Context: an optimization exercise on an open-source flow, tuned for small area, a short achievable clock period and few clock cycles. The choices shown serve that exercise and are no tape-out recipe. The RTL was checked by simulation tests, not by an equivalence proof against the original design. Power figures rest on the tool's default switching activity, not on a simulated workload.

==> design.v <==
module pcounter(
    input            clk,
    input            clr,
    input            cp,
    output reg [3:0] pc
    );
    always @(posedge clk)
        if (clr)
            pc <= 4'd1;
        else if (cp)
            pc <= pc + 4'd1;
endmodule
module ram(
    input            clk,
    input            we,
    input      [3:0] wa,
    input      [7:0] wd,
    input      [3:0] ia,
    output     [7:0] id,
    input      [3:0] oa,
    output     [7:0] od,
    output     [7:0] d0
    );
    reg [7:0] mem [0:15];
    always @(posedge clk)
        if (we)
            mem[wa] <= wd;
    assign id = mem[ia];
    assign od = mem[oa];
    assign d0 = mem[0];
endmodule
module controller(
    input  [3:0] op,
    output       lda,
    output       add,
    output       sub,
    output       out,
    output       hlt
    );
    assign lda = (op == 4'h0);
    assign add = (op == 4'h1);
    assign sub = (op == 4'h2);
    assign out = (op == 4'he);
    assign hlt = (op == 4'hf);
endmodule
module sap1(
    input        clk,
    input        clr,
    input        prog_we,
    input  [3:0] prog_addr,
    input  [7:0] prog_data,
    output [7:0] OUT,
    output       out_valid,
    output       halted,
    output [7:0] ACC
    );
    reg  [7:0] f_ir;      
    reg        e_valid;   
    reg        e_lda, e_add, e_sub, e_out, e_hlt;
    reg  [7:0] opnd;      
    reg  [7:0] a_reg;
    reg        hlt_r;
    reg        ov_r;
    wire [3:0] pc;
    wire [7:0] inst_data;
    wire [7:0] opnd_data;
    wire [7:0] mem0;
    wire       lda, add, sub, out, hlt;
    ram ram (
        .clk(clk),
        .we(prog_we),
        .wa(prog_addr),
        .wd(prog_data),
        .ia(pc),
        .id(inst_data),
        .oa(f_ir[3:0]),
        .od(opnd_data),
        .d0(mem0)
    );
    controller controller (
        .op(f_ir[7:4]),
        .lda(lda),
        .add(add),
        .sub(sub),
        .out(out),
        .hlt(hlt)
    );
    wire run = !hlt_r;
    pcounter program_counter (
        .clk(clk),
        .clr(clr),
        .cp(run),
        .pc(pc)
    );
    wire wr0 = prog_we && (prog_addr == 4'd0);
    always @(posedge clk)
        if (clr)
            f_ir <= wr0 ? prog_data : mem0;
        else if (run)
            f_ir <= inst_data;
    always @(posedge clk)
        if (clr)
            e_valid <= 1'b0;
        else if (run)
            e_valid <= 1'b1;
    always @(posedge clk)
        if (run) begin
            e_lda <= lda;
            e_add <= add;
            e_sub <= sub;
            e_out <= out;
            e_hlt <= hlt;
            opnd  <= opnd_data;
        end
    wire [7:0] a_in  = e_lda ? 8'd0 : a_reg;
    wire [7:0] b_in  = e_sub ? ~opnd : opnd;
    wire [7:0] a_sum = a_in + b_in + {7'd0, e_sub};
    always @(posedge clk)
        if (clr)
            a_reg <= 8'd0;
        else if (run && e_valid && (e_lda || e_add || e_sub))
            a_reg <= a_sum;
    wire e_outv = e_valid && e_out;
    wire hlt_next = (e_valid && e_hlt) || (hlt && !e_outv);
    always @(posedge clk)
        if (clr)
            hlt_r <= 1'b0;
        else if (run && hlt_next)
            hlt_r <= 1'b1;
    always @(posedge clk)
        if (clr)
            ov_r <= 1'b0;
        else
            ov_r <= run && e_outv;
    assign OUT = a_reg;
    assign ACC = a_reg;
    assign out_valid = ov_r;
    assign halted = hlt_r;
endmodule
==> run.sh <==
#!/bin/bash
# synth_recipe.tcl (not shown) runs the flow's synth.tcl, then flattens the netlist and writes it again
# the make line also repeats each setting of config.mk as NAME=value (left out here)
make -C /OpenROAD-flow-scripts/flow DESIGN_CONFIG=/design/flow/config.mk WORK_HOME=/design/flow/orfs CLKGATE_MAP_FILE= SYNTH_SCRIPT=/design/flow/synth_recipe.tcl finish
==> config.mk <==
export PLATFORM = sky130hd
export DESIGN_NAME = sap1
export DESIGN_NICKNAME = sap1
export VERILOG_FILES = /design/flow/design.v
export SDC_FILE = /design/flow/constraint.sdc
export NUM_CORES = 4
export LEC_CHECK = 0
export CAP_MARGIN = 20
export CORE_MARGIN = 2
export CORE_UTILIZATION = 40
export SLEW_MARGIN = 20
==> constraint.sdc <==
create_clock -name core_clock -period 4.0 [get_ports {clk}]
set_input_delay 0.8000 -clock core_clock [delete_from_list [all_inputs] [get_ports {clk}]]
set_output_delay 0.8000 -clock core_clock [all_outputs]
set_load 0.01 [all_outputs]
==> reports/qor.txt, run 1 <==
====================================================================================
Run status ............................................................  timing/DRC/antenna clean
Hold_buf cts ..........................................................            0
Worst Slack Setup Final ...............................................     1.224 ns
Async set or reset register ratio after synthesis .....................            0
RSZ-0062 raised after global routing ..................................        false
Number of port buffers ................................................           32
Number of flip-flops under the largest register name ..................          128
Fin. max-slew vios ....................................................            0
Met2 Wirelength .......................................................     9.224 mm
CP endpoint kind ......................................................         flop
Clock latency on the worst-skew pair ..................................      0.43 ns
Rel. slew slack .......................................................       0.3140
Vertical die dimension ................................................     144.9 µm
Area growth syn-to-layout .............................................       14.00%
Pre-CTS worst setup slack .............................................    0.7797 ns
CTS Root Cell ......................................................... sky130_fd_sc_hd__clkbuf_16
Post-route antenna net violation count ................................            0
Ys Warns ..............................................................            3
Number of fill cells in the layout ....................................        1,663
Gpl congestion ........................................................       0.8579
Remaining routing DRC violations ......................................            0
Number of distinct library cells after synthesis ......................           54
Die ar. ...............................................................   21,010 µm²
Row Count .............................................................           51
Top sig layer .........................................................         met4
Via total after detailed routing ......................................        4,526
Number of standard cells after synthesis ..............................          490
Wire length of the first global-routing pass ..........................     28.03 mm
Post-synthesis simple-gate area fraction ..............................      0.06267
Arrival time at the worst endpoint ....................................      3.07 ns
Average routed wire per standard cell .................................     22.54 µm
Number of gates given a new drive strength after cts ..................            0
Fraction of the yosys area taken by sequential cells ..................       0.6109
Number of hold violations in the final report .........................            0
Detailed route wirelength on metal3 ...................................     1.061 mm
Total global routing overflow .........................................            0
Maximum number of pins on one net before global-route repair ..........           39
Highest attainable clock frequency ....................................    360.2 MHz
Net count reported at finish ..........................................          544
Starting utilization of the core area .................................       0.4083
Parity-gate share of the synthesized area counting xor and xnor cells .      0.01433
H-tree Lvls ...........................................................            4
Min-Delay Path Class .................................................. flop to flop
Min Clock Period, post-route ..........................................     2.776 ns
Clock transition at the registers of the reported paths ...............      0.06 ns
Synthesized Nets ......................................................          513
Routed wire length ....................................................     17.96 mm
Core region area ......................................................   19,460 µm²
Category of the critical setup timing path ............................ input pin to flop
Power density over cell area .......................................... 651.0 nW/µm²
Layout Skew ...........................................................  0.006029 ns
Actual transition at the worst max-transition pin .....................     1.025 ns
Number of enable flip-flop cells after synthesis ......................          149
X dimension of the die ................................................     144.9 µm
Dominant combinational cell family by area after synthesis ............ multiplexers
Finish-stage setup viols ..............................................            0
Vias in the first global route ........................................        4,712
Max rail drop VDD .....................................................     391.7 µV
TritonCTS clock tree ..................................................        built
Count of max-cap constraint violations ................................            0
Post-synthesis compound-gate area fraction ............................      0.04976
Number of I/O pins ....................................................           33
Number of antenna violations at the first check in global routing .....            0
DRC violation total after the first TritonRoute iteration .............          332
Inserted Clock Buffers ................................................           17
Register ranked first by flip-flop count ..............................      ram.mem
Adder-cell area share of the yosys netlist ............................      0.01354
Leakage component of the power ........................................     3.014 nW
Count of clock tree sinks .............................................          168
CP Max Fanout .........................................................           14
# Post-CTS Setup Buffers ..............................................            0
Buffers from clock root to sink, at most ..............................            2
Overall Global Routing Usage ..........................................       0.1797
Number of iterations in the first detailed-routing pass ...............            4
HPWL after detailed placement .........................................     11.99 mm
Final total negative setup slack ......................................         0 ns
Wl on met1 ............................................................     7.389 mm
Post-synthesis sequential element count ...............................          168
Synth Area per Inst ...................................................    16.22 µm²
Share of post-route cells with drive strength above 1 .................       0.2331
Data required time at the worst endpoint ..............................      4.30 ns
Final clock period utilization by the worst path ......................       0.6941
Dominant register cell in the synthesized netlist ..................... sky130_fd_sc_hd__edfxtp_1
Mux contribution to synthesized area ..................................       0.2198
Mapped Area ...........................................................     7946 µm²
Kind of launch point of the worst setup path ..........................    input pin
Antenna diode count ...................................................            0
Number of vias per cell ...............................................        5.679
====================================================================================
[final timing paths]
check	from	endpoint	slack, ns	cells after the start
worst min register to register	a_reg[4]	a_reg[4]	0.49	2
worst min-delay path	a_reg[4]	a_reg[4]	0.49	2
worst max-delay path	prog_we	f_ir[3]	1.22	7
worst max register to register	e_sub	a_reg[6]	1.44	8
[cell usage after synthesis (all sizes together) (9+ instances only)]
| library cell | number | area [µm²] |
|---|---|---|
| clkbuf | 14 | 52.55 |
| mux2 | 20 | 225.2 |
| nand2 | 35 | 131.4 |
| o21ai | 13 | 65.06 |
| buf | 22 | 147.6 |
| nor2b | 9 | 56.30 |
| xor2 | 9 | 78.83 |
| mux2i | 17 | 170.2 |
| edfxtp | 149 | 4474 |
| a21oi | 10 | 50.05 |
| mux4 | 60 | 1351 |
| dfxtp | 19 | 380.4 |
| nor2 | 22 | 82.58 |
| nor3 | 12 | 60.06 |
[critical path: stages]
cell and delay (ns):
sky130_fd_sc_hd__clkdlybuf4s50_1 0.51, sky130_fd_sc_hd__or3b_1 0.41, sky130_fd_sc_hd__or3_1 0.54, sky130_fd_sc_hd__inv_1 0.45
sky130_fd_sc_hd__nand2_1 0.11, sky130_fd_sc_hd__nand2_1 0.09, sky130_fd_sc_hd__a221o_1 0.14
[report_power, final]
| part | total (mW) | leakage (nW) | internal [mW] | switching (mW) |
|---|---|---|---|---|
| clock | 1.49 | 0.243 | 0.839 | 0.647 |
| combinational | 1.95 | 1.23 | 1.04 | 0.913 |
| sequential | 2.46 | 1.54 | 2.15 | 0.302 |
| total | 5.90 | 3.01 | 4.04 | 1.86 |
[layout by cell type (no fill, tap or decap), types with 3 or more instances in the layout]
master	Yosys	final
sky130_fd_sc_hd__nor2_1	22	22
sky130_fd_sc_hd__nor3_1	12	12
sky130_fd_sc_hd__o21ai_0	13	13
sky130_fd_sc_hd__clkdlybuf4s50_1	0	32
sky130_fd_sc_hd__nand3_1	3	3
sky130_fd_sc_hd__a21oi_1	10	10
sky130_fd_sc_hd__xor2_1	9	9
sky130_fd_sc_hd__nand2_1	35	35
sky130_fd_sc_hd__clkbuf_1	14	3
sky130_fd_sc_hd__a221o_1	6	6
sky130_fd_sc_hd__or3_1	3	3
sky130_fd_sc_hd__clkinv_2	0	3
sky130_fd_sc_hd__inv_1	7	7
sky130_fd_sc_hd__mux2i_1	17	17
sky130_fd_sc_hd__xnor2_1	4	4
sky130_fd_sc_hd__clkinvlp_4	0	4
sky130_fd_sc_hd__nor2b_1	9	9
sky130_fd_sc_hd__clkinv_1	1	3
sky130_fd_sc_hd__ha_1	7	7
sky130_fd_sc_hd__o21bai_1	6	6
sky130_fd_sc_hd__edfxtp_1	149	149
sky130_fd_sc_hd__mux4_2	60	60
sky130_fd_sc_hd__dfxtp_1	19	18
sky130_fd_sc_hd__clkbuf_16	0	17
sky130_fd_sc_hd__mux2_2	20	20
sky130_fd_sc_hd__buf_4	12	15
sky130_fd_sc_hd__o22ai_1	6	6
sky130_fd_sc_hd__o21a_1	3	3
[stage by stage]
stage	hold slack, ns	instance area, µm²	power [mW]	util	std cells
3_3_place_gp	0.4671	8532	4.428	0.4384	767
4_1_cts	0.4947	9051	5.933	0.4651	797
6_report	0.4891	9059	5.897	0.4654	797
5_1_grt	0.5311	9059	6.201	0.4654	797
2_1_floorplan	0.4737	7946	3.857	-	490
3_5_place_dp	0.4844	8532	4.456	0.4384	767
[cell families (layout without fill, tap and decap cells)]
| logic type | after synthesis | after routing |
|---|---|---|
| adders and majority gates | 8 | 8 |
| and+or+nand+nor | 102 | 102 |
| xor gates and xnor gates | 13 | 13 |
| DFF | 168 | 168 |
| AOI/OAI and AO/OA | 58 | 58 |
| buffers and inverters | 44 | 86 |
| muxes | 97 | 97 |
[metal layers]
layer / global-route usage / vias up
li1: - / 2023
met1: 0.2274 / 2357
met2: 0.3021 / 123
met3: 0.04811 / 23
met4: 0.05792 / 0
met5: 0 / -
[layout make-up]
cell class,count,area (µm²),area share
Sequential cell,168,4856,0.5360
Inverter,8,30.03,0.003315
Timing Repair Buffer,48,452.9,0.05000
Clock buffer,20,436.7,0.04820
Tap cell,265,331.6,0.03660
Clock inverter,10,82.58,0.009116
Multi-Input combinational cell,278,2869,0.3167
Testbench counts, summed over its fixed seeds: cycles 7,923.
==> inputs of run 2 (changes only) <==
--- a/design.v
+++ b/design.v
@@ -8,5 +8,5 @@
         if (clr)
             pc <= 4'd1;
-        else if (cp)
+        else
             pc <= pc + 4'd1;
 endmodule
@@ -89,21 +89,21 @@
     pcounter program_counter (
         .clk(clk),
-        .clr(clr),
+        .clr(load0),
         .cp(run),
         .pc(pc)
     );
-    wire wr0 = prog_we && (prog_addr == 4'd0);
+    reg stale0;
     always @(posedge clk)
-        if (clr)
-            f_ir <= wr0 ? prog_data : mem0;
-        else if (run)
+        stale0 <= clr && prog_we && (prog_addr == 4'd0);
+    wire load0 = clr || stale0;
+    always @(posedge clk)
+        if (load0)
+            f_ir <= mem0;
+        else
             f_ir <= inst_data;
     always @(posedge clk)
-        if (clr)
-            e_valid <= 1'b0;
-        else if (run)
-            e_valid <= 1'b1;
+        e_valid <= !load0;
     always @(posedge clk)
-        if (run) begin
+        begin
             e_lda <= lda;
             e_add <= add;
@@ -111,9 +111,7 @@
             e_out <= out;
             e_hlt <= hlt;
-            opnd  <= opnd_data;
+            opnd  <= sub ? ~opnd_data : opnd_data;
         end
-    wire [7:0] a_in  = e_lda ? 8'd0 : a_reg;
-    wire [7:0] b_in  = e_sub ? ~opnd : opnd;
-    wire [7:0] a_sum = a_in + b_in + {7'd0, e_sub};
+    wire [7:0] a_sum = e_lda ? opnd : a_reg + opnd + {7'd0, e_sub};
     always @(posedge clk)
         if (clr)
@@ -122,5 +120,5 @@
             a_reg <= a_sum;
     wire e_outv = e_valid && e_out;
-    wire hlt_next = (e_valid && e_hlt) || (hlt && !e_outv);
+    wire hlt_next = (e_valid && e_hlt) || (hlt && !e_outv && !stale0);
     always @(posedge clk)
         if (clr)
--- a/config.mk
+++ b/config.mk
@@ -8,4 +8,7 @@
 export CAP_MARGIN = 20
 export CORE_MARGIN = 2
-export CORE_UTILIZATION = 40
+export CORE_UTILIZATION = 60
+export CTS_BUF_LIST = sky130_fd_sc_hd__clkbuf_8
+export CTS_CLUSTER_SIZE = 40
+export SETUP_SLACK_MARGIN = 2.0
 export SLEW_MARGIN = 20
==> run 2 against run 1 <==
Synthesized cell count is 4.5% lower. Highest routed layer unchanged. Final area is 1.4% lower. Largest cell class unchanged. Routed wire length is 6.9% lower. Combinational power is 57% lower. Fmax is 30% higher.
==> reports/qor.txt, run 2 <==
=====================================================================================
Worst path buffer plus inverter count ..................................            1
Highest attainable clock frequency .....................................    469.7 MHz
Mapped Area ............................................................     7707 µm²
Clock transition at the registers of the reported paths ................      0.08 ns
Kind of launch point of the worst setup path ...........................    input pin
RSZ-0062 raised after global routing ...................................         true
Number of port buffers .................................................           32
Fin. max-slew vios .....................................................            0
Rel. slew slack ........................................................       0.3758
Max rail drop VDD ......................................................     276.2 µV
Max stage delay cell, worst path ....................................... sky130_fd_sc_hd__clkdlybuf4s50_1
Number of I/O pins .....................................................           33
Buffers from clock root to sink, at most ...............................            2
Number of standard cells after synthesis ...............................          468
Data required time at the worst endpoint ...............................      4.09 ns
Most frequent cell after synthesis ..................................... sky130_fd_sc_hd__edfxtp_1
X dimension of the die .................................................     117.3 µm
Area growth syn-to-layout ..............................................       15.86%
Number of antenna violations at the first check in global routing ......            0
H-tree Lvls ............................................................            4
Critical Path Stages ...................................................            3
Source of the worst hold timing path ...................................      f_ir[5]
Min-Delay Path Class ................................................... flop to flop
Number of iterations in the first detailed-routing pass ................            5
Minimum setup slack among reg-to-reg paths .............................      2.00 ns
Number of hold violations in the final report ..........................            0
Cell family with most CP delay ......................................... simple AND/OR/NAND/NOR gates
Combinational fraction of design power .................................        0.202
Min-Delay Path Depth ...................................................            1
Die ar. ................................................................   13,770 µm²
Number of flip-flops under the largest register name ...................          128
Routed wire length .....................................................     16.72 mm
Synthesized Nets .......................................................          492
HPWL after detailed placement ..........................................     11.13 mm
Maximum number of pins on one net before global-route repair ...........           35
Fraction of the yosys area taken by sequential cells ...................       0.5948
Share of post-route cells with drive strength above 1 ..................       0.3225
Leading cell types in the layout, fill and taps excluded ............... 128 x sky130_fd_sc_hd__edfxtp_1, 56 x sky130_fd_sc_hd__mux4_2, 26 x sky130_fd_sc_hd__dfxtp_1
Share of the synthesized area in the top cell type .....................       0.4987
Average routed wire per standard cell ..................................     24.03 µm
Number of vias per cell ................................................        6.375
Most frequent standard cell in the layout excluding fill and tap cells . sky130_fd_sc_hd__edfxtp_1
Number of distinct library cells after synthesis .......................           48
Ys Warns ...............................................................            3
Remaining routing DRC violations .......................................            0
Finish-stage setup viols ...............................................            0
Worst reg2reg endpoint .................................................     a_reg[6]
Post-route antenna net violation count .................................            0
Arrival time at the worst endpoint .....................................      2.22 ns
Tot Pwr ................................................................     4.150 mW
Count of max-cap constraint violations .................................            0
Gpl congestion .........................................................       0.8233
Min Clock Period, post-route ...........................................     2.129 ns
Dominant register cell in the synthesized netlist ...................... sky130_fd_sc_hd__edfxtp_1
Share of power burned in the clock network .............................        0.308
Top cells by instance count after synthesis ............................ 128 x sky130_fd_sc_hd__edfxtp_1, 56 x sky130_fd_sc_hd__mux4_2, 37 x sky130_fd_sc_hd__dfxtp_1, 30 x sky130_fd_sc_hd__nor2_1, 21 x sky130_fd_sc_hd__mux2i_1
Starting utilization of the core area ..................................       0.6132
Antenna diode count ....................................................            0
Cell area reported after detailed placement ............................     8112 µm²
DRC violation total after the first TritonRoute iteration ..............          459
Count of clock tree sinks ..............................................          165
Category of the critical setup timing path ............................. input pin to flop
FF-to-FF Start .........................................................     a_reg[0]
Final clock period utilization by the worst path .......................       0.5323
Post-layout instance area ..............................................     8930 µm²
Post-synth top area cell ............................................... sky130_fd_sc_hd__edfxtp_1
Vias in the first global route .........................................        4,373
Total global routing overflow ..........................................            0
CP Max Fanout ..........................................................            8
Sequential cell fraction of total power ................................        0.490
Max stage delay on crit path ...........................................      0.51 ns
TritonCTS clock tree ...................................................        built
Layout Skew ............................................................  0.008658 ns
Post-synthesis sequential element count ................................          165
Clock latency on the worst-skew pair ...................................      0.45 ns
Proportion of total power due to net switching .........................       0.2603
Actual transition at the worst max-transition pin ......................    0.9350 ns
End point of the most critical hold path ...............................        e_add
Switching power ........................................................     1.080 mW
Register ranked first by flip-flop count ...............................      ram.mem
Wire length of the first global-routing pass ...........................     25.32 mm
Core region area .......................................................   12,570 µm²
Length in cells of the worst reg-to-reg path ...........................            8
Synth Area per Inst ....................................................    16.47 µm²
Overall Global Routing Usage ...........................................       0.2515
Hold_buf cts ...........................................................            0
Power density over cell area ........................................... 464.8 nW/µm²
Async set or reset register ratio after synthesis ......................            0
Via total after detailed routing .......................................        4,437
Run status .............................................................  timing/DRC/antenna clean
Inserted Clock Buffers .................................................           17
Net count reported at finish ...........................................          535
Ordered cell list for the critical path ................................ clkdlybuf4s50_1 -> or3b_4 -> nor2_2
Vertical die dimension .................................................     117.3 µm
Final total negative setup slack .......................................         0 ns
Leakage component of the power .........................................     3.077 nW
CP endpoint kind .......................................................         flop
Number of enable flip-flop cells after synthesis .......................          128
CTS Root Cell .......................................................... sky130_fd_sc_hd__clkbuf_8
Top area cells in the synthesized netlist .............................. sky130_fd_sc_hd__edfxtp_1 50%, sky130_fd_sc_hd__mux4_2 16%, sky130_fd_sc_hd__dfxtp_1 9.6%
Row Count ..............................................................           41
Internal ...............................................................     3.070 mW
=====================================================================================
## run 2: cell count changes after synthesis, moves of 5 or more
cell,delta
sky130_fd_sc_hd__mux4_1,+8
sky130_fd_sc_hd__nand2b_1,+5
sky130_fd_sc_hd__o22ai_1,-6
sky130_fd_sc_hd__edfxtp_1,-21
sky130_fd_sc_hd__o21bai_1,-5
sky130_fd_sc_hd__a21oi_1,+6
sky130_fd_sc_hd__nand2_1,-29
sky130_fd_sc_hd__dfxtp_1,+18
sky130_fd_sc_hd__nor2_1,+8
sky130_fd_sc_hd__mux2_2,-12
sky130_fd_sc_hd__o21ai_0,-10
sky130_fd_sc_hd__a211oi_1,+14
## run 2: layout make-up
class | count | area, µm²
Clock buffer | 19 | 261.5
Timing Repair Buffer | 64 | 623.1
Inverter | 5 | 18.77
Multi-Input combinational cell | 258 | 3035
Clock inverter | 13 | 167.7
Fill cell | 790 | 3638
Tap cell | 172 | 215.2
Sequential cell | 165 | 4608
## run 2: worst max path at each step
stage	start	to	slack [ns]
after floorplan	prog_addr[3]	ram.mem[1][0]	1.92
after global placement	prog_we	ram.mem[2][0]	1.16
after detailed placement	clr	f_ir[6]	1.12
after CTS	prog_addr[1]	ram.mem[15][6]	1.77
after global routing	prog_addr[0]	ram.mem[7][7]	1.86
final	prog_we	ram.mem[2][3]	1.87
## run 2: logic make-up after synthesis
family / after synthesis / share of synthesized area
xor gates and xnor gates: 10 / 0.01136
buffers and inverters: 45 / 0.03295
muxes: 93 / 0.2299
AOI/OAI and AO/OA: 54 / 0.05016
DFF: 165 / 0.5948
adders and majority gates: 9 / 0.01656
and+or+nand+nor: 92 / 0.06429
## run 2: what timing repair did
action                                  CTS  global route
buffers inserted                         12             8
gates cloned                              0             0
hold endpoints to repair                  0             0
resized for setup                        61            26
pin swaps                                 3            14
endpoints found under the setup margin  139           111
## run 2: through the flow
stage / cells / util / hold slack, ns / worst slack [ns]
after floorplan: 468 / - / 0.4450 / 1.919
after global placement: 644 / 0.6454 / 0.4710 / 1.165
after detailed placement: 644 / 0.6454 / 0.4792 / 1.123
after CTS: 688 / 0.6971 / 0.4880 / 1.770
after global routing: 696 / 0.7105 / 0.5176 / 1.856
final: 696 / 0.7105 / 0.5006 / 1.871
## run 2: layer usage
metal | global-route usage | wire, µm | vias up
met3 | 0.05350 | 1166 | 32
met1 | 0.3435 | 6828 | 2227
li1 | - | - | 1976
met5 | 0 | 0 | -
met4 | 0.09639 | 461 | 0
met2 | 0.4031 | 8267 | 202
## run 2: power groups by stage
stage          clock, mW  combinational, mW  sequential (mW)
2_1_floorplan          0              0.579             2.01
3_3_place_gp           0              0.718             2.07
3_5_place_dp           0              0.729             2.07
4_1_cts             1.30              0.783             2.03
5_1_grt             1.37              0.902             2.05
6_report            1.28              0.839             2.03
Testbench counts of run 2, summed over its fixed seeds: cycles 7,923.
==> inputs of run 3 (changes only) <==
--- a/config.mk
+++ b/config.mk
@@ -11,4 +11,4 @@
 export CTS_BUF_LIST = sky130_fd_sc_hd__clkbuf_8
 export CTS_CLUSTER_SIZE = 40
-export SETUP_SLACK_MARGIN = 2.0
+export SETUP_SLACK_MARGIN = 2.4
 export SLEW_MARGIN = 20
==> run 3 against run 2 <==
Still clean. Flip-flop and latch count stayed put. Synthesized cell count stayed put. Worst setup slack better by 0.12 ns. First-iteration DRC count is 1.7% higher. Routed wire length is 12% higher. Final area is 11% higher. Critical endpoint is now opnd[4]. Largest power group unchanged.
==> reports/qor.txt, run 3 <==
=====================================================================================
Most frequent standard cell in the layout excluding fill and tap cells . sky130_fd_sc_hd__edfxtp_1
Detailed route wirelength on metal3 ....................................     1.255 mm
Register ranked first by flip-flop count ...............................      ram.mem
Kind of launch point of the worst setup path ...........................         flop
Clock transition at the registers of the reported paths ................      0.09 ns
Share of the synthesized area in the top cell type .....................       0.4987
X dimension of the die .................................................     117.3 µm
Total global routing overflow ..........................................            0
Area growth syn-to-layout ..............................................       28.62%
Min-Delay Path Class ................................................... flop to flop
Start point of the critical path .......................................      f_ir[0]
Final std cells w/o fill ...............................................          747
Count of clock tree sinks ..............................................          165
CP Max Fanout ..........................................................            7
Dominant register cell in the synthesized netlist ...................... sky130_fd_sc_hd__edfxtp_1
CP endpoint kind .......................................................         flop
Post-route antenna net violation count .................................            0
Final clock period utilization by the worst path .......................       0.5012
Layout Skew ............................................................   0.01151 ns
FF-to-FF Start .........................................................      f_ir[0]
Cell count after placement .............................................          640
Arrival time at the worst endpoint .....................................      2.33 ns
Most frequent cell after synthesis ..................................... sky130_fd_sc_hd__edfxtp_1
Row Count ..............................................................           41
Average routed wire per standard cell ..................................     25.09 µm
Die ar. ................................................................   13,770 µm²
Actual transition at the worst max-transition pin ......................     1.178 ns
Starting utilization of the core area ..................................       0.6132
Mapped Area ............................................................     7707 µm²
Max stage delay on crit path ...........................................      0.55 ns
Antenna diode count ....................................................            0
Run status .............................................................  timing/DRC/antenna clean
Finish-stage setup viols ...............................................            0
HPWL after detailed placement ..........................................     11.11 mm
Leading cell types in the layout, fill and taps excluded ............... 128 x sky130_fd_sc_hd__edfxtp_1, 63 x sky130_fd_sc_hd__mux4_2, 43 x sky130_fd_sc_hd__buf_4
Via total after detailed routing .......................................        4,782
Rel. slew slack ........................................................       0.2135
CTS Root Cell .......................................................... sky130_fd_sc_hd__clkbuf_8
Share of post-route cells with drive strength above 1 ..................       0.4922
Top sig layer ..........................................................         met4
Min-Delay Path Depth ...................................................            1
Number of antenna violations at the first check in global routing ......            0
Worst path buffer plus inverter count ..................................            2
Inserted Clock Buffers .................................................           17
Number of standard cells after synthesis ...............................          468
Number of iterations in the first detailed-routing pass ................            5
Remaining routing DRC violations .......................................            0
Net count reported at finish ...........................................          586
Count of max-cap constraint violations .................................            0
Number of hold violations in the final report ..........................            0
Max rail drop VDD ......................................................     361.7 µV
Data required time at the worst endpoint ...............................      4.32 ns
TritonCTS clock tree ...................................................        built
Buffers from clock root to sink, at most ...............................            2
Category of the critical setup timing path ............................. flop to flop
Post-synthesis sequential element count ................................          165
Ys Warns ...............................................................            3
H-tree Lvls ............................................................            4
Wl on met1 .............................................................     7.079 mm
Number of port buffers .................................................           32
Number of vias per cell ................................................        6.402
Length in cells of the worst reg-to-reg path ...........................            6
Core region area .......................................................   12,570 µm²
Min Clock Period, post-route ...........................................     2.005 ns
Fraction of the yosys area taken by sequential cells ...................       0.5948
Max stage delay cell, worst path ....................................... sky130_fd_sc_hd__mux4_2
Cell family with most CP delay ......................................... multiplexers
Routed wire length .....................................................     18.74 mm
Top cells by instance count after synthesis ............................ 128 x sky130_fd_sc_hd__edfxtp_1, 56 x sky130_fd_sc_hd__mux4_2, 37 x sky130_fd_sc_hd__dfxtp_1, 30 x sky130_fd_sc_hd__nor2_1, 21 x sky130_fd_sc_hd__mux2i_1
Source of the worst hold timing path ...................................        e_out
Number of I/O pins .....................................................           33
Highest attainable clock frequency .....................................    498.8 MHz
Fin. max-slew vios .....................................................            0
Post-synth top area cell ............................................... sky130_fd_sc_hd__edfxtp_1
Number of distinct library cells after synthesis .......................           48
Overall Global Routing Usage ...........................................       0.2734
RSZ-0062 raised after global routing ...................................         true
Final total negative setup slack .......................................         0 ns
Ordered cell list for the critical path ................................ buf_12 -> buf_4 -> mux4_2 -> a211oi_2 -> a21oi_1 -> xor2_1
Maximum number of pins on one net before global-route repair ...........           35
Met2 Wirelength ........................................................     10.04 mm
Top area cells in the synthesized netlist .............................. sky130_fd_sc_hd__edfxtp_1 50%, sky130_fd_sc_hd__mux4_2 16%, sky130_fd_sc_hd__dfxtp_1 9.6%
Power density over cell area ........................................... 446.3 nW/µm²
Async set or reset register ratio after synthesis ......................            0
Leakage component of the power .........................................     3.442 nW
Number of enable flip-flop cells after synthesis .......................          128
Synthesized Nets .......................................................          492
Clock latency on the worst-skew pair ...................................      0.46 ns
Wire length of the first global-routing pass ...........................     27.39 mm
Critical Path Stages ...................................................            6
DRC violation total after the first TritonRoute iteration ..............          467
Synth Area per Inst ....................................................    16.47 µm²
Number of flip-flops under the largest register name ...................          128
Vertical die dimension .................................................     117.3 µm
Vias in the first global route .........................................        4,736
Gpl congestion .........................................................       0.8131
=====================================================================================
## run 3: cell counts after synthesis
Identical to the previous run, type by type.
## run 3: layer usage
layer,up-vias,global-route usage
met5,-,0
met4,0,0.1047
met3,29,0.06274
met2,215,0.4664
met1,2475,0.3438
li1,2063,-
## run 3: power by group
group / internal (mW) / leakage (nW) / switching [mW] / total (mW)
registers: 1.93 / 1.47 / 0.104 / 2.04
clock network: 0.736 / 0.220 / 0.599 / 1.33
logic: 0.571 / 1.75 / 0.481 / 1.05
total: 3.24 / 3.44 / 1.18 / 4.42
## run 3: through the flow
step | area (µm²) | util | setup slack, ns | hold WS, ns | power [mW]
floorplan | 7949 | - | 2.064 | 0.4450 | 2.633
global placement | 8239 | 0.6556 | 1.254 | 0.4747 | 2.810
detailed placement | 8239 | 0.6556 | 1.198 | 0.4745 | 2.832
CTS | 9500 | 0.7559 | 2.010 | 0.4871 | 4.304
global route | 9913 | 0.7888 | 1.945 | 0.4973 | 4.587
finish | 9913 | 0.7888 | 1.995 | 0.4874 | 4.425
## run 3: worst paths after layout
check	slack (ns)	endpoint
setup reg to reg	2.00	opnd[4]
hold / removal	0.49	ov_r
hold reg to reg	0.49	ov_r
setup / recovery	2.00	opnd[4]
## run 3: cell type report
class	count	area [µm²]
multi-input combinational	258	3249
tap	172	215.2
timing repair buffer	115	1359
sequential	165	4623
clock inverter	15	211.5
inverter	5	21.27
clock buffer	17	234.0
fill	668	2655
## run 3: logic make-up after synthesis
kind of cell | share of synthesized area
AOI/OAI and AO/OA | 0.05016
DFF | 0.5948
xor gates and xnor gates | 0.01136
buffers and inverters | 0.03295
muxes | 0.2299
and+or+nand+nor | 0.06429
adders and majority gates | 0.01656
## run 3: timing repair
action | in CTS | in global routing
gates cloned | 2 | 1
hold buffers | 0 | 0
setup endpoints to repair | 176 | 147
pin swaps | 27 | 21
resized for setup | 174 | 51
buffers inserted | 48 | 24
==> inputs of run 4 (changes only) <==
==> flow/run.sh (new file) <==
#!/bin/bash
# Standard layout, with the port buffers made of plain buffers and cell
# sizing free to change a cell's footprint.
set -euo pipefail
bash standard.sh MATCH_CELL_FOOTPRINT=0 \
    "BUFFER_PORTS_ARGS=-buffer_cell sky130_fd_sc_hd__buf_2" \
    finish > standard.log 2>&1
==> standard.sh (new file) <==
#!/bin/bash
# synth_recipe.tcl (not shown) runs the flow's synth.tcl, then flattens the netlist and writes it again
# the make line also repeats each setting of config.mk as NAME=value (left out here)
make -C /OpenROAD-flow-scripts/flow DESIGN_CONFIG=/design/flow/config.mk WORK_HOME=/design/flow/orfs CLKGATE_MAP_FILE= SYNTH_SCRIPT=/design/flow/synth_recipe.tcl "${@:-finish}"
--- a/config.mk
+++ b/config.mk
@@ -11,4 +11,4 @@
 export CTS_BUF_LIST = sky130_fd_sc_hd__clkbuf_8
 export CTS_CLUSTER_SIZE = 40
-export SETUP_SLACK_MARGIN = 2.4
+export SETUP_SLACK_MARGIN = 2.3
 export SLEW_MARGIN = 20
removed: run.sh
==> run 4 against run 3 <==
Global-route usage fell by 0.11 points. Fmax rose by 2.6%. Combinational power fell by 9.6%. Synthesized cell count unchanged. Critical path type unchanged. Clock skew decreased by 0.0035 ns. Via count fell by 2.1%. Clock power decreased by 6%. Worst setup slack improved by 0.052 ns. Sequential share of layout area grew 3.1 points. Still clean. Flip-flop and latch count unchanged. Die area is the same. Routed wire length down 3.9%.
==> reports/qor.txt, run 4 <==
=====================================================================================
Gpl congestion .........................................................       0.8402
Layout Skew ............................................................  0.007991 ns
Overall Global Routing Usage ...........................................       0.2722
Tot Pwr ................................................................     4.239 mW
Final clock period utilization by the worst path .......................       0.4883
Number of flip-flops under the largest register name ...................          128
Leakage component of the power .........................................     3.158 nW
Fin. max-slew vios .....................................................            0
Worst Slack Setup Final ................................................     2.047 ns
Count of max-cap constraint violations .................................            0
Maximum number of pins on one net before global-route repair ...........           35
Synth Area per Inst ....................................................    16.47 µm²
Max rail drop VDD ......................................................     318.2 µV
Area growth syn-to-layout ..............................................       20.94%
CTS Root Cell .......................................................... sky130_fd_sc_hd__clkbuf_8
Number of distinct library cells after synthesis .......................           48
Dominant register cell in the synthesized netlist ...................... sky130_fd_sc_hd__edfxtp_1
Buffers from clock root to sink, at most ...............................            2
Ordered cell list for the critical path ................................ fa_2 -> inv_1 -> fa_2 -> nor2b_2 -> o31a_1 -> a211oi_2 -> a21oi_1 -> a211oi_1
Starting utilization of the core area ..................................       0.6132
Synthesized Nets .......................................................          492
Clock latency on the worst-skew pair ...................................      0.45 ns
Vias in the first global route .........................................        4,622
Final std cells w/o fill ...............................................          712
Max stage delay cell, worst path ....................................... sky130_fd_sc_hd__fa_2
Register ranked first by flip-flop count ...............................      ram.mem
Pre-CTS worst setup slack ..............................................     1.504 ns
Number of antenna violations at the first check in global routing ......            0
Vertical die dimension .................................................     117.3 µm
Die ar. ................................................................   13,770 µm²
Number of port buffers .................................................           32
Number of vias per cell ................................................        6.574
Data required time at the worst endpoint ...............................      4.36 ns
Run status .............................................................  timing/DRC/antenna clean
Final total negative setup slack .......................................         0 ns
Async set or reset register ratio after synthesis ......................            0
Wire length of the first global-routing pass ...........................     27.32 mm
Min Clock Period, post-route ...........................................     1.953 ns
Power density over cell area ........................................... 454.7 nW/µm²
Clock transition at the registers of the reported paths ................      0.09 ns
Finish-stage setup viols ...............................................            0
Net count reported at finish ...........................................          551
Remaining routing DRC violations .......................................            0
Number of iterations in the first detailed-routing pass ................            5
HPWL after detailed placement ..........................................     11.20 mm
Average routed wire per standard cell ..................................     25.29 µm
Share of post-route cells with drive strength above 1 ..................       0.4630
Core region area .......................................................   12,570 µm²
Category of the critical setup timing path ............................. flop to flop
DRC violation total after the first TritonRoute iteration ..............          459
Cell count after placement .............................................          641
Post-synthesis sequential element count ................................          165
Post-route antenna net violation count .................................            0
H-tree Lvls ............................................................            4
Via total after detailed routing .......................................        4,681
Top cells by instance count after synthesis ............................ 128 x sky130_fd_sc_hd__edfxtp_1, 56 x sky130_fd_sc_hd__mux4_2, 37 x sky130_fd_sc_hd__dfxtp_1, 30 x sky130_fd_sc_hd__nor2_1, 21 x sky130_fd_sc_hd__mux2i_1
Min-Delay Path Class ................................................... flop to flop
Mapped Area ............................................................     7707 µm²
Count of clock tree sinks ..............................................          165
Kind of launch point of the worst setup path ...........................         flop
Row Count ..............................................................           41
CP Max Fanout ..........................................................            3
X dimension of the die .................................................     117.3 µm
Antenna diode count ....................................................            0
Number of standard cells after synthesis ...............................          468
CP endpoint kind .......................................................         flop
Rel. slew slack ........................................................       0.4054
Fraction of the yosys area taken by sequential cells ...................       0.5948
Actual transition at the worst max-transition pin ......................    0.8906 ns
Most frequent cell after synthesis ..................................... sky130_fd_sc_hd__edfxtp_1
Arrival time at the worst endpoint .....................................      2.31 ns
Post-synth top area cell ............................................... sky130_fd_sc_hd__edfxtp_1
Ys Warns ...............................................................            3
Number of enable flip-flop cells after synthesis .......................          128
Total global routing overflow ..........................................            0
Number of I/O pins .....................................................           33
Max stage delay on crit path ...........................................      0.44 ns
Most frequent standard cell in the layout excluding fill and tap cells . sky130_fd_sc_hd__edfxtp_1
Number of hold violations in the final report ..........................            0
Highest attainable clock frequency .....................................    512.0 MHz
Top area cells in the synthesized netlist .............................. sky130_fd_sc_hd__edfxtp_1 50%, sky130_fd_sc_hd__mux4_2 16%, sky130_fd_sc_hd__dfxtp_1 9.6%
Leading cell types in the layout, fill and taps excluded ............... 128 x sky130_fd_sc_hd__edfxtp_1, 62 x sky130_fd_sc_hd__mux4_2, 24 x sky130_fd_sc_hd__buf_6
Most numerous cell on the critical path ................................ sky130_fd_sc_hd__fa_2
Routed wire length .....................................................     18.01 mm
Inserted Clock Buffers .................................................           17
TritonCTS clock tree ...................................................        built
Share of the synthesized area in the top cell type .....................       0.4987
RSZ-0062 raised after global routing ...................................         true
=====================================================================================
## run 4: cell counts after synthesis
No cell type changed its count.
## run 4: stage by stage
step | utilization | hold WS (ns) | cell area (µm²)
after floorplan | - | 0.4450 | 7903
after global placement | 0.6403 | 0.4650 | 8048
after detailed placement | 0.6403 | 0.4797 | 8048
after CTS | 0.7281 | 0.4909 | 9151
after global routing | 0.7417 | 0.5109 | 9321
final | 0.7417 | 0.4879 | 9321
## run 4: path summary, 6_finish.rpt
check / from / end / slack (ns) / depth (start not counted)
setup reg to reg: opnd[0] / a_reg[4] / 2.05 / 8
hold reg to reg: e_hlt / hlt_r / 0.49 / 2
hold / removal: e_hlt / hlt_r / 0.49 / 2
setup / recovery: opnd[0] / a_reg[4] / 2.05 / 8
## run 4: cell families after synthesis
logic type | synth area share
DFF | 0.5948
xor gates and xnor gates | 0.01136
muxes | 0.2299
and+or+nand+nor | 0.06429
buffers and inverters | 0.03295
AOI/OAI and AO/OA | 0.05016
adders and majority gates | 0.01656
## run 4: where the power goes
part           total [mW]  switching, mW  internal (mW)
Sequential           2.04          0.111           1.93
Combinational       0.949          0.432          0.516
Clock                1.25          0.623          0.623
## run 4: cell type report
| cell class | instances | area, µm² |
|---|---|---|
| multi-input combinational | 258 | 3198 |
| clock inverter | 15 | 180.2 |
| tap | 172 | 215.2 |
| clock buffer | 17 | 234.0 |
| sequential | 165 | 4632 |
| fill | 745 | 3247 |
| timing repair buffer | 80 | 840.8 |
| inverter | 5 | 21.27 |
## run 4: timing repair
item	4_1_cts	5_1_grt
setup endpoints to repair	106	73
gates cloned	5	0
gates resized for setup	80	25
pin swaps	14	13
buffers inserted	26	8
hold buffers	0	0
## run 4: critical path, delay by kind of cell (launching register included)
family,cells,cell delay (ns)
AOI/OAI and AO/OA,4,0.74
adders and majority gates,2,0.64
buffers and inverters,1,0.09
DFF,1,0.34
and+or+nand+nor,1,0.06
## run 4: metal layers
metal | global-route usage | vias up | wire, µm
met2 | 0.4419 | 219 | 9345
met1 | 0.3637 | 2422 | 6895
met4 | 0.1114 | 0 | 470
li1 | - | 2003 | -
met3 | 0.05788 | 37 | 1298
met5 | 0 | - | 0
==> inputs of run 5 (changes only) <==
--- a/config.mk
+++ b/config.mk
@@ -11,4 +11,4 @@
 export CTS_BUF_LIST = sky130_fd_sc_hd__clkbuf_8
 export CTS_CLUSTER_SIZE = 40
-export SETUP_SLACK_MARGIN = 2.3
+export SETUP_SLACK_MARGIN = 1.7
 export SLEW_MARGIN = 20
==> run 5 against run 4 <==
Count of clock-buffer cells in the layout up 3. Highest routed layer unchanged. Combinational power down 25%. Core utilization down 6.9 points. Sequential share of layout area up 4.7 points.
==> reports/qor.txt, run 5 <==
=====================================================================================
Final total negative setup slack .......................................         0 ns
Category of the critical setup timing path ............................. flop to flop
Die ar. ................................................................   13,770 µm²
End point of the most critical hold path ...............................         ov_r
Share of the synthesized area in the top cell type .....................       0.4987
Number of fill cells in the layout .....................................          851
Minimum setup slack among reg-to-reg paths .............................      1.84 ns
Final Util .............................................................       0.6724
Overall Global Routing Usage ...........................................       0.2486
DRC violation total after the first TritonRoute iteration ..............          361
Inserted Clock Buffers .................................................           17
Arrival time at the worst endpoint .....................................      2.52 ns
Synthesized Nets .......................................................          492
Via total after detailed routing .......................................        4,321
Cell family with most CP delay ......................................... multiplexers
Cell count after placement .............................................          643
Number of hold violations in the final report ..........................            0
Data required time at the worst endpoint ...............................      4.35 ns
Fraction of the yosys area taken by sequential cells ...................       0.5948
Vertical die dimension .................................................     117.3 µm
Most frequent cell after synthesis ..................................... sky130_fd_sc_hd__edfxtp_1
Leakage component of the power .........................................     2.890 nW
Routed wire length .....................................................     16.24 mm
Row Count ..............................................................           41
Average routed wire per standard cell ..................................     23.82 µm
Buffers from clock root to sink, at most ...............................            2
Sequential cell area ...................................................     4594 µm²
Finish-stage setup viols ...............................................            0
Number of standard cells after synthesis ...............................          468
Clock transition at the registers of the reported paths ................      0.08 ns
Layout Skew ............................................................  0.005950 ns
Run status .............................................................  timing/DRC/antenna clean
Area of the multi-input gates ..........................................     2902 µm²
Power density over cell area ........................................... 468.5 nW/µm²
Max rail drop VDD ......................................................     335.0 µV
RSZ-0062 raised after global routing ...................................        false
TritonCTS clock tree ...................................................        built
Hold_buf cts ...........................................................            0
Kind of launch point of the worst setup path ...........................         flop
Leading cell types in the layout, fill and taps excluded ............... 128 x sky130_fd_sc_hd__edfxtp_1, 56 x sky130_fd_sc_hd__mux4_2, 33 x sky130_fd_sc_hd__dfxtp_1
Top area cells in the synthesized netlist .............................. sky130_fd_sc_hd__edfxtp_1 50%, sky130_fd_sc_hd__mux4_2 16%, sky130_fd_sc_hd__dfxtp_1 9.6%
Length in cells of the worst reg-to-reg path ...........................            4
Number of antenna violations at the first check in global routing ......            0
Number of iterations in the first detailed-routing pass ................            5
Mapped Area ............................................................     7707 µm²
Area growth syn-to-layout ..............................................       9.643%
Source of the worst hold timing path ...................................        e_out
Post-route antenna net violation count .................................            0
Worst path buffer plus inverter count ..................................            1
Async set or reset register ratio after synthesis ......................            0
Count of max-cap constraint violations .................................            0
Min-Delay Path Class ................................................... flop to flop
Dominant register cell in the synthesized netlist ...................... sky130_fd_sc_hd__edfxtp_1
Max stage delay on crit path ...........................................      0.57 ns
CTS Root Cell .......................................................... sky130_fd_sc_hd__clkbuf_8
Total global routing overflow ..........................................            0
Remaining routing DRC violations .......................................            0
Actual transition at the worst max-transition pin ......................     1.123 ns
Cell area reported after detailed placement ............................     7968 µm²
Core region area .......................................................   12,570 µm²
Min-Delay Path Depth ...................................................            1
X dimension of the die .................................................     117.3 µm
Post-synth top area cell ............................................... sky130_fd_sc_hd__edfxtp_1
Post-synthesis sequential element count ................................          165
Fin. max-slew vios .....................................................            0
Max stage delay cell, worst path ....................................... sky130_fd_sc_hd__dfxtp_4
Number of vias per cell ................................................        6.336
Ys Warns ...............................................................            3
Share of post-route cells with drive strength above 1 ..................       0.3078
CP Max Fanout ..........................................................           17
Register ranked first by flip-flop count ...............................      ram.mem
Net count reported at finish ...........................................          521
Wire length of the first global-routing pass ...........................     25.10 mm
Clock latency on the worst-skew pair ...................................      0.46 ns
Final clock period utilization by the worst path .......................       0.5412
Post-layout instance area ..............................................     8451 µm²
Vias in the first global route .........................................        4,352
Number of I/O pins .....................................................           33
Gpl congestion .........................................................       0.8503
CP endpoint kind .......................................................         flop
Ordered cell list for the critical path ................................ buf_4 -> mux4_1 -> mux2_2 -> a221o_1
Most frequent standard cell in the layout excluding fill and tap cells . sky130_fd_sc_hd__edfxtp_1
H-tree Lvls ............................................................            4
Rel. slew slack ........................................................       0.2506
Number of flip-flops under the largest register name ...................          128
Top cells by instance count after synthesis ............................ 128 x sky130_fd_sc_hd__edfxtp_1, 56 x sky130_fd_sc_hd__mux4_2, 37 x sky130_fd_sc_hd__dfxtp_1, 30 x sky130_fd_sc_hd__nor2_1, 21 x sky130_fd_sc_hd__mux2i_1
Synth Area per Inst ....................................................    16.47 µm²
HPWL after detailed placement ..........................................     10.87 mm
Number of distinct library cells after synthesis .......................           48
Highest attainable clock frequency .....................................    461.9 MHz
Count of clock tree sinks ..............................................          165
Worst reg2reg endpoint .................................................      f_ir[7]
Number of enable flip-flop cells after synthesis .......................          128
Number of port buffers .................................................           32
Min Clock Period, post-route ...........................................     2.165 ns
Final std cells w/o fill ...............................................          682
Starting utilization of the core area ..................................       0.6132
FF-to-FF Start ......................................................... program_counter.pc[0]
Antenna diode count ....................................................            0
Maximum number of pins on one net before global-route repair ...........           35
=====================================================================================
==> run 5: cell counts after synthesis <==
Identical to the previous run, type by type.
==> run 5: kinds of logic (layout without fill, tap and decap cells) <==
logic type | count (synthesis) | count (layout) | synth area share
flip-flops | 165 | 165 | 0.5948
buffers and inverters | 45 | 87 | 0.03295
XOR/XNOR | 10 | 10 | 0.01136
multiplexers | 93 | 93 | 0.2299
adder cells (fa/ha/maj) | 9 | 9 | 0.01656
AO/OA/AOI/OAI | 54 | 54 | 0.05016
AND/OR/NAND/NOR | 92 | 92 | 0.06429
==> run 5: per-layer routing <==
metal / track usage / wire, µm
met1: 0.3223 / 6692
met2: 0.4064 / 8186
met3: 0.07198 / 1036
met4: 0.08660 / 327
met5: 0 / 0
==> run 5: cell type report <==
| class | count | share of cell area |
|---|---|---|
| Inverter | 5 | 0.002221 |
| Tap cell | 172 | 0.02547 |
| Clock inverter | 12 | 0.01481 |
| Sequential cell | 165 | 0.5437 |
| Multi-Input combinational cell | 258 | 0.3434 |
| Clock buffer | 20 | 0.03257 |
| Timing Repair Buffer | 50 | 0.03790 |
==> run 5: repair_timing <==
item,4_1_cts,5_1_grt
resized for setup,3,2
pin swaps,0,0
buffers inserted,0,7
setup endpoints to repair,9,6
==> run 5: worst max-delay path by stage <==
stage                                      from             to  depth (start not counted)
after floorplan                    prog_addr[3]  ram.mem[1][0]                          2
after global placement             prog_addr[3]  ram.mem[0][0]                          3
after detailed placement           prog_addr[3]  ram.mem[0][0]                          3
after CTS                               f_ir[1]        opnd[7]                          5
after global routing                   a_reg[0]       a_reg[6]                          8
final                     program_counter.pc[0]        f_ir[7]                          4
==> run 5: power by group <==
part,switching [mW],internal [mW],total [mW]
Combinational,0.337,0.371,0.708
Sequential,0.120,1.93,2.05
Clock,0.597,0.604,1.20
==> run 5: stage by stage <==
stage / hold WS, ns / setup slack (ns) / total power [mW]
3_3_place_gp: 0.4758 / 1.466 / 2.758
6_report: 0.4934 / 1.835 / 3.959
2_1_floorplan: 0.4450 / 1.919 / 2.590
3_5_place_dp: 0.4800 / 1.455 / 2.777
5_1_grt: 0.5181 / 1.706 / 4.137
4_1_cts: 0.4960 / 1.740 / 3.963
==> run 5: worst register-to-register path, cell delays in order, from the launching register on <==
cell and delay, ns:
sky130_fd_sc_hd__dfxtp_4 0.57, sky130_fd_sc_hd__buf_4 0.27, sky130_fd_sc_hd__mux4_1 0.57, sky130_fd_sc_hd__mux2_2 0.33
sky130_fd_sc_hd__a221o_1 0.32
==> inputs of run 6 (changes only) <==
--- a/config.mk
+++ b/config.mk
@@ -11,4 +11,4 @@
 export CTS_BUF_LIST = sky130_fd_sc_hd__clkbuf_8
 export CTS_CLUSTER_SIZE = 40
-export SETUP_SLACK_MARGIN = 1.7
+export SETUP_SLACK_MARGIN = 1.9
 export SLEW_MARGIN = 20
==> run 6 against run 5 <==
Still clean on timing, DRC and antenna. Area after synthesis stayed put. Sequential share of layout area is 0.16 points lower. Worst setup slack better by 0.14 ns. Final cell count is 0.15% higher. Register-to-register slack better by 0.14 ns. Power hardly changed. Hold slack better by 0.0012 ns. Via count is 1.5% higher. Fmax is 7.1% higher. Largest power group unchanged.
==> reports/qor.txt, run 6 <==
=====================================================================================
Run status .............................................................  timing/DRC/antenna clean
Number of enable flip-flop cells after synthesis .......................          128
Routed wire length .....................................................     16.34 mm
Starting utilization of the core area ..................................       0.6132
CTS Root Cell .......................................................... sky130_fd_sc_hd__clkbuf_8
Row Count ..............................................................           41
Final total negative setup slack .......................................         0 ns
Finish-stage setup viols ...............................................            0
Highest attainable clock frequency .....................................    494.6 MHz
Buffers from clock root to sink, at most ...............................            2
Max stage delay on crit path ...........................................      0.45 ns
Proportion of total power due to net switching .........................       0.2663
Most numerous cell on the critical path ................................ sky130_fd_sc_hd__a211oi_1
Data required time at the worst endpoint ...............................      4.38 ns
X dimension of the die .................................................     117.3 µm
Fin. max-slew vios .....................................................            0
Cell count after placement .............................................          643
Count of max-cap constraint violations .................................            0
H-tree Lvls ............................................................            4
Final clock period utilization by the worst path .......................       0.5055
Register ranked first by flip-flop count ...............................      ram.mem
Layout Skew ............................................................  0.007268 ns
Via total after detailed routing .......................................        4,384
TritonCTS clock tree ...................................................        built
Top cells by instance count after synthesis ............................ 128 x sky130_fd_sc_hd__edfxtp_1, 56 x sky130_fd_sc_hd__mux4_2, 37 x sky130_fd_sc_hd__dfxtp_1, 30 x sky130_fd_sc_hd__nor2_1, 21 x sky130_fd_sc_hd__mux2i_1
Post-synthesis sequential element count ................................          165
Antenna diode count ....................................................            0
Core region area .......................................................   12,570 µm²
Number of flip-flops under the largest register name ...................          128
Synth Area per Inst ....................................................    16.47 µm²
Number of iterations in the first detailed-routing pass ................            5
Cell family with most CP delay ......................................... compound AO/OA/AOI/OAI gates
Most frequent cell after synthesis ..................................... sky130_fd_sc_hd__edfxtp_1
DRC violation total after the first TritonRoute iteration ..............          345
Number of antenna violations at the first check in global routing ......            0
Number of I/O pins .....................................................           33
Total global routing overflow ..........................................            0
Area of the multi-input gates ..........................................     2919 µm²
Post-synth top area cell ............................................... sky130_fd_sc_hd__edfxtp_1
Gpl congestion .........................................................       0.8503
Category of the critical setup timing path ............................. flop to flop
Kind of launch point of the worst setup path ...........................         flop
Share of power burned in the clock network .............................        0.302
CP endpoint kind .......................................................         flop
Average routed wire per standard cell ..................................     23.92 µm
Vertical die dimension .................................................     117.3 µm
Inserted Clock Buffers .................................................           17
Number of standard cells after synthesis ...............................          468
Sequential cell area ...................................................     4599 µm²
Number of port buffers .................................................           32
Post-route antenna net violation count .................................            0
Min-Delay Path Class ................................................... flop to flop
Area growth syn-to-layout ..............................................       10.08%
Overall Global Routing Usage ...........................................       0.2497
Final Util .............................................................       0.6751
Count of clock tree sinks ..............................................          165
Clock latency on the worst-skew pair ...................................      0.45 ns
Minimum setup slack among reg-to-reg paths .............................      1.98 ns
Leading cell types in the layout, fill and taps excluded ............... 128 x sky130_fd_sc_hd__edfxtp_1, 56 x sky130_fd_sc_hd__mux4_2, 32 x sky130_fd_sc_hd__buf_2
Clock transition at the registers of the reported paths ................      0.08 ns
Wire length of the first global-routing pass ...........................     25.18 mm
HPWL after detailed placement ..........................................     10.87 mm
Number of distinct library cells after synthesis .......................           48
Top area cells in the synthesized netlist .............................. sky130_fd_sc_hd__edfxtp_1 50%, sky130_fd_sc_hd__mux4_2 16%, sky130_fd_sc_hd__dfxtp_1 9.6%
Combinational fraction of design power .................................        0.181
Share of post-route cells with drive strength above 1 ..................       0.3209
Ordered cell list for the critical path ................................ fa_2 -> inv_1 -> fa_1 -> nor2b_2 -> o31a_1 -> a211oi_1 -> a21oi_1 -> a211oi_1
Ys Warns ...............................................................            3
Fraction of the yosys area taken by sequential cells ...................       0.5948
Die ar. ................................................................   13,770 µm²
CP Max Fanout ..........................................................            3
Number of hold violations in the final report ..........................            0
Mapped Area ............................................................     7707 µm²
Maximum number of pins on one net before global-route repair ...........           35
Rel. slew slack ........................................................       0.3361
Switching power ........................................................     1.055 mW
Tot Pwr ................................................................     3.962 mW
Arrival time at the worst endpoint .....................................      2.40 ns
Power density over cell area ........................................... 467.0 nW/µm²
Async set or reset register ratio after synthesis ......................            0
Max rail drop VDD ......................................................     333.7 µV
Leakage component of the power .........................................     2.900 nW
Internal ...............................................................     2.907 mW
Vias in the first global route .........................................        4,343
Actual transition at the worst max-transition pin ......................    0.9922 ns
Number of fill cells in the layout .....................................          854
Final std cells w/o fill ...............................................          683
Most frequent standard cell in the layout excluding fill and tap cells . sky130_fd_sc_hd__edfxtp_1
Net count reported at finish ...........................................          522
Sequential cell fraction of total power ................................        0.517
Dominant register cell in the synthesized netlist ...................... sky130_fd_sc_hd__edfxtp_1
Max stage delay cell, worst path ....................................... sky130_fd_sc_hd__fa_2
Number of vias per cell ................................................        6.419
Hold_ws ................................................................    0.4946 ns
Share of the synthesized area in the top cell type .....................       0.4987
RSZ-0062 raised after global routing ...................................        false
Remaining routing DRC violations .......................................            0
Synthesized Nets .......................................................          492
Worst path buffer plus inverter count ..................................            1
Min Clock Period, post-route ...........................................     2.022 ns
=====================================================================================
==> run 6: per-stage QoR <==
step	setup WS, ns	cell area (µm²)
floorplan	1.919	7712
CTS	1.918	8437
detailed placement	1.455	7968
finish	1.978	8484
global route	1.904	8484
global placement	1.466	7968
==> run 6: cell families (layout without fill, tap and decap cells) <==
family / after synthesis / after routing / share of synthesized area
buffers and inverters: 45 / 88 / 0.03295
xor gates and xnor gates: 10 / 10 / 0.01136
adders and majority gates: 9 / 9 / 0.01656
AOI/OAI and AO/OA: 54 / 54 / 0.05016
DFF: 165 / 165 / 0.5948
muxes: 93 / 93 / 0.2299
and+or+nand+nor: 92 / 92 / 0.06429
==> run 6: power groups by stage <==
stage | logic (mW) | clock network [mW] | registers (mW)
2_1_floorplan | 0.579 | 0 | 2.01
3_3_place_gp | 0.661 | 0 | 2.10
3_5_place_dp | 0.676 | 0 | 2.10
4_1_cts | 0.709 | 1.22 | 2.05
5_1_grt | 0.787 | 1.29 | 2.06
6_report | 0.716 | 1.20 | 2.05
==> run 6: layout make-up <==
cell class	count	share of cell area
clock buffer	20	0.03244
clock inverter	12	0.01475
inverter	5	0.002212
multi-input combinational	258	0.3440
sequential	165	0.5421
tap	172	0.02536
timing repair buffer	51	0.03908
==> run 6: metal layers <==
layer  vias up  share of wire  global-route usage
met5         -              0                   0
met4         0          0.018             0.08735
met3        21          0.067             0.07344
met2       151           0.51              0.4083
met1      2258           0.41              0.3226
li1       1954              -                   -
==> run 6: timing repair <==
| action | 4_1_cts | 5_1_grt |
|---|---|---|
| gates cloned | 0 | 0 |
| endpoints found under the setup margin | 23 | 17 |
| pin swaps | 0 | 2 |
| hold endpoints to repair | 0 | 0 |
| buffers inserted | 4 | 4 |
| hold buffers | 0 | 0 |
| resized for setup | 9 | 5 |
==> run 6: worst min-delay path: cells and delay by family, from the launching register on <==
kind               cells  cell delay (ns)
DFF                    1             0.31
and+or+nand+nor        1             0.08
AOI/OAI and AO/OA      1             0.07
==> run 6: final timing paths <==
| check | start | endpoint | cells past startpoint |
|---|---|---|---|
| setup / recovery | opnd[0] | a_reg[4] | 8 |
| hold / removal | e_hlt | hlt_r | 2 |
| setup reg to reg | opnd[0] | a_reg[4] | 8 |
| hold reg to reg | e_hlt | hlt_r | 2 |
==> inputs of run 7 (changes only) <==
--- a/config.mk
+++ b/config.mk
@@ -11,4 +11,4 @@
 export CTS_BUF_LIST = sky130_fd_sc_hd__clkbuf_8
 export CTS_CLUSTER_SIZE = 40
-export SETUP_SLACK_MARGIN = 1.9
+export SETUP_SLACK_MARGIN = 2.0
 export SLEW_MARGIN = 20
==> run 7 against run 6 <==
Synthesized cell count unchanged. Register-to-register slack improved by 0.04 ns. Core utilization increased by 0.34 points. Area after synthesis unchanged. Critical path type unchanged. Critical endpoint unchanged. Highest routed layer unchanged.
==> reports/qor.txt, run 7 <==
=====================================================================================
Post-synthesis sequential element count ................................          165
Number of flip-flops under the largest register name ...................          128
FF-to-FF Start .........................................................      opnd[0]
Post-layout instance area ..............................................     8527 µm²
Min Clock Period, post-route ...........................................     1.983 ns
Number of hold violations in the final report ..........................            0
Overall Global Routing Usage ...........................................       0.2519
DRC violation total after the first TritonRoute iteration ..............          330
Worst reg2reg endpoint .................................................     a_reg[4]
Combinational fraction of design power .................................        0.183
Die ar. ................................................................   13,770 µm²
CP endpoint kind .......................................................         flop
CTS Root Cell .......................................................... sky130_fd_sc_hd__clkbuf_8
Arrival time at the worst endpoint .....................................      2.36 ns
TritonCTS clock tree ...................................................        built
Antenna diode count ....................................................            0
Layout Skew ............................................................  0.005569 ns
Share of the synthesized area in the top cell type .....................       0.4987
Async set or reset register ratio after synthesis ......................            0
Post-synth top area cell ............................................... sky130_fd_sc_hd__edfxtp_1
Area growth syn-to-layout ..............................................       10.63%
CP Max Fanout ..........................................................            3
Number of standard cells after synthesis ...............................          468
Ys Warns ...............................................................            3
Internal ...............................................................     2.916 mW
Total global routing overflow ..........................................            0
Number of antenna violations at the first check in global routing ......            0
Most frequent standard cell in the layout excluding fill and tap cells . sky130_fd_sc_hd__edfxtp_1
Fraction of the yosys area taken by sequential cells ...................       0.5948
Length in cells of the worst reg-to-reg path ...........................            8
Run status .............................................................  timing/DRC/antenna clean
H-tree Lvls ............................................................            4
Core region area .......................................................   12,570 µm²
Parity-gate share of the synthesized area counting xor and xnor cells ..      0.01136
Buffers from clock root to sink, at most ...............................            2
Leakage component of the power .........................................     2.914 nW
HPWL after detailed placement ..........................................     10.87 mm
Share of power burned in the clock network .............................        0.302
Clock transition at the registers of the reported paths ................      0.08 ns
Post-synthesis compound-gate area fraction .............................      0.05016
Cell area reported after detailed placement ............................     7968 µm²
Final total negative setup slack .......................................         0 ns
Category of the critical setup timing path ............................. flop to flop
Leading cell types in the layout, fill and taps excluded ............... 128 x sky130_fd_sc_hd__edfxtp_1, 56 x sky130_fd_sc_hd__mux4_2, 32 x sky130_fd_sc_hd__buf_2
Finish-stage setup viols ...............................................            0
Max stage delay cell, worst path ....................................... sky130_fd_sc_hd__fa_2
Vertical die dimension .................................................     117.3 µm
Post-route antenna net violation count .................................            0
Share of post-route cells with drive strength above 1 ..................       0.3275
Starting utilization of the core area ..................................       0.6132
Vias in the first global route .........................................        4,421
Number of port buffers .................................................           32
Source of the worst hold timing path ...................................        e_hlt
Fin. max-slew vios .....................................................            0
Highest attainable clock frequency .....................................    504.3 MHz
Inserted Clock Buffers .................................................           17
Net count reported at finish ...........................................          524
Adder-cell area share of the yosys netlist .............................      0.01656
X dimension of the die .................................................     117.3 µm
Number of fill cells in the layout .....................................          852
Number of iterations in the first detailed-routing pass ................            4
Register ranked first by flip-flop count ...............................      ram.mem
Dominant combinational cell family by area after synthesis ............. multiplexers
Switching power ........................................................     1.058 mW
Start point of the critical path .......................................      opnd[0]
Max rail drop VDD ......................................................     335.0 µV
Count of max-cap constraint violations .................................            0
Number of vias per cell ................................................        6.358
Gpl congestion .........................................................       0.8503
Post-synthesis simple-gate area fraction ...............................      0.06429
Kind of launch point of the worst setup path ...........................         flop
Via total after detailed routing .......................................        4,355
Top cells by instance count after synthesis ............................ 128 x sky130_fd_sc_hd__edfxtp_1, 56 x sky130_fd_sc_hd__mux4_2, 37 x sky130_fd_sc_hd__dfxtp_1, 30 x sky130_fd_sc_hd__nor2_1, 21 x sky130_fd_sc_hd__mux2i_1
Top area cells in the synthesized netlist .............................. sky130_fd_sc_hd__edfxtp_1 50%, sky130_fd_sc_hd__mux4_2 16%, sky130_fd_sc_hd__dfxtp_1 9.6%
Mapped Area ............................................................     7707 µm²
Routed wire length .....................................................     16.33 mm
Number of enable flip-flop cells after synthesis .......................          128
Sequential cell fraction of total power ................................        0.516
Wire length of the first global-routing pass ...........................     25.42 mm
Hold_buf cts ...........................................................            0
Proportion of total power due to net switching .........................       0.2662
Rel. slew slack ........................................................       0.3120
Minimum setup slack among reg-to-reg paths .............................      2.02 ns
Average routed wire per standard cell ..................................     23.84 µm
Mux contribution to synthesized area ...................................       0.2299
Clock latency on the worst-skew pair ...................................      0.45 ns
RSZ-0062 raised after global routing ...................................         true
Ordered cell list for the critical path ................................ fa_2 -> inv_1 -> fa_2 -> nor2b_2 -> o31a_1 -> a211oi_1 -> a21oi_1 -> a211oi_1
End point of the most critical hold path ...............................        hlt_r
Number of distinct library cells after synthesis .......................           48
Data required time at the worst endpoint ...............................      4.38 ns
Maximum number of pins on one net before global-route repair ...........           35
Remaining routing DRC violations .......................................            0
Actual transition at the worst max-transition pin ......................     1.028 ns
Row Count ..............................................................           41
Synthesized Nets .......................................................          492
Max stage delay on crit path ...........................................      0.44 ns
Number of I/O pins .....................................................           33
Min-Delay Path Class ................................................... flop to flop
Synth Area per Inst ....................................................    16.47 µm²
Most frequent cell after synthesis ..................................... sky130_fd_sc_hd__edfxtp_1
Dominant register cell in the synthesized netlist ...................... sky130_fd_sc_hd__edfxtp_1
Min-Delay Path Depth ...................................................            2
Power density over cell area ........................................... 466.0 nW/µm²
Final clock period utilization by the worst path .......................       0.4957
Count of clock tree sinks ..............................................          165
=====================================================================================
[run 7: how the worst max path moves through the flow]
| stage | to | slack, ns |
|---|---|---|
| 6_report | a_reg[4] | 2.02 |
| 5_1_grt | a_reg[4] | 1.94 |
| 4_1_cts | a_reg[4] | 2.01 |
| 3_5_place_dp | ram.mem[0][0] | 1.46 |
| 3_3_place_gp | ram.mem[0][0] | 1.47 |
| 2_1_floorplan | ram.mem[1][0] | 1.92 |
[run 7: timing repair]
item	4_1_cts	5_1_grt
hold endpoints to repair	0	0
pin swaps	4	0
resized for setup	14	6
buffers inserted	8	2
endpoints found under the setup margin	32	17
[run 7: cells by family (layout without fill, tap and decap cells)]
| family | after synthesis | in the layout |
|---|---|---|
| flip-flops | 165 | 165 |
| multiplexers | 93 | 93 |
| AND/OR/NAND/NOR | 92 | 92 |
| AO/OA/AOI/OAI | 54 | 54 |
| buffers and inverters | 45 | 90 |
| XOR/XNOR | 10 | 10 |
| adder cells (fa/ha/maj) | 9 | 9 |
[run 7: per-stage QoR]
| step | std cells | power (mW) | setup WS, ns | hold WS, ns | util |
|---|---|---|---|---|---|
| after CTS | 683 | 3.995 | 2.009 | 0.4960 | 0.6758 |
| after detailed placement | 643 | 2.777 | 1.455 | 0.4800 | 0.6339 |
| after global routing | 685 | 4.152 | 1.936 | 0.5246 | 0.6784 |
| after floorplan | 468 | 2.590 | 1.919 | 0.4450 | - |
| final | 685 | 3.974 | 2.017 | 0.4930 | 0.6784 |
| after global placement | 643 | 2.758 | 1.466 | 0.4758 | 0.6339 |
[run 7: power by group through the flow]
stage	combinational (mW)	sequential, mW	clock [mW]
floorplan	0.579	2.01	0
global placement	0.661	2.10	0
detailed placement	0.676	2.10	0
CTS	0.725	2.05	1.22
global route	0.801	2.06	1.29
finish	0.726	2.05	1.20
[run 7: layout make-up]
| type | count | area (µm²) | area share |
|---|---|---|---|
| multi-input cells | 258 | 2924 | 0.3429 |
| repair buffers | 53 | 366.6 | 0.04299 |
| flip-flops and latches | 165 | 4602 | 0.5397 |
| well taps | 172 | 215.2 | 0.02524 |
| inverters | 5 | 18.77 | 0.002201 |
| clock buffers | 20 | 275.3 | 0.03228 |
| clock inverters | 12 | 125.1 | 0.01467 |
[run 7: layer usage]
layer	up-vias	part of all wire	track usage
met2	133	0.52	0.4152
met5	-	0	0
met1	2241	0.41	0.3224
li1	1961	-	-
met4	0	0.019	0.08961
met3	20	0.059	0.07344
[run 7: critical path, delay by kind of cell (launching register included)]
| family | cells | cell delay (ns) |
|---|---|---|
| AOI/OAI and AO/OA | 4 | 0.78 |
| adders and majority gates | 2 | 0.65 |
| DFF | 1 | 0.34 |
| buffers and inverters | 1 | 0.09 |
| and+or+nand+nor | 1 | 0.05 |

==> afterwards: timing with drivers on the ports <==
The flow's constraints put no driver on any port. The routed layouts listed below were extracted and timed again, unchanged, in two steps.
Step 1 (the two cells are an assumption about what drives the block):
set clk [get_ports {clk}]
set_driving_cell -lib_cell sky130_fd_sc_hd__clkbuf_16 $clk
set_driving_cell -lib_cell sky130_fd_sc_hd__buf_2 [delete_from_list [all_inputs] $clk]
Step 2 also shifts input and output timing later by t, the mid clock arrival at the registers, as if the neighbouring blocks saw the same clock.
Slacks: no drivers / after step 1 / after step 2; pairs: no drivers / after step 1.
run | t (ns) | slack for setup (ns) | worst register clock-pin slew, ns | pins driven straight from the clock port
run 1 | 0.472 | 1.224 / 1.244 / 0.772 | 0.06 / 0.06 | 1
run 2 | 0.485 | 1.871 / 1.883 / 1.397 | 0.08 / 0.08 | 1
run 3 | 0.492 | 1.995 / 1.990 / 1.775 | 0.09 / 0.09 | 1
run 4 | 0.486 | 2.047 / 2.047 / 1.766 | 0.09 / 0.09 | 1
run 5 | 0.491 | 1.835 / 1.835 / 1.453 | 0.09 / 0.09 | 1
run 6 | 0.487 | 1.978 / 1.978 / 1.540 | 0.08 / 0.08 | 1
run 7 | 0.488 | 2.017 / 2.017 / 1.547 | 0.08 / 0.08 | 1
After both steps setup and hold are still met in every run listed. For run 2, which loses most, drivers alone change the setup slack by +0.012 ns; drivers and shift together by -0.474 ns.
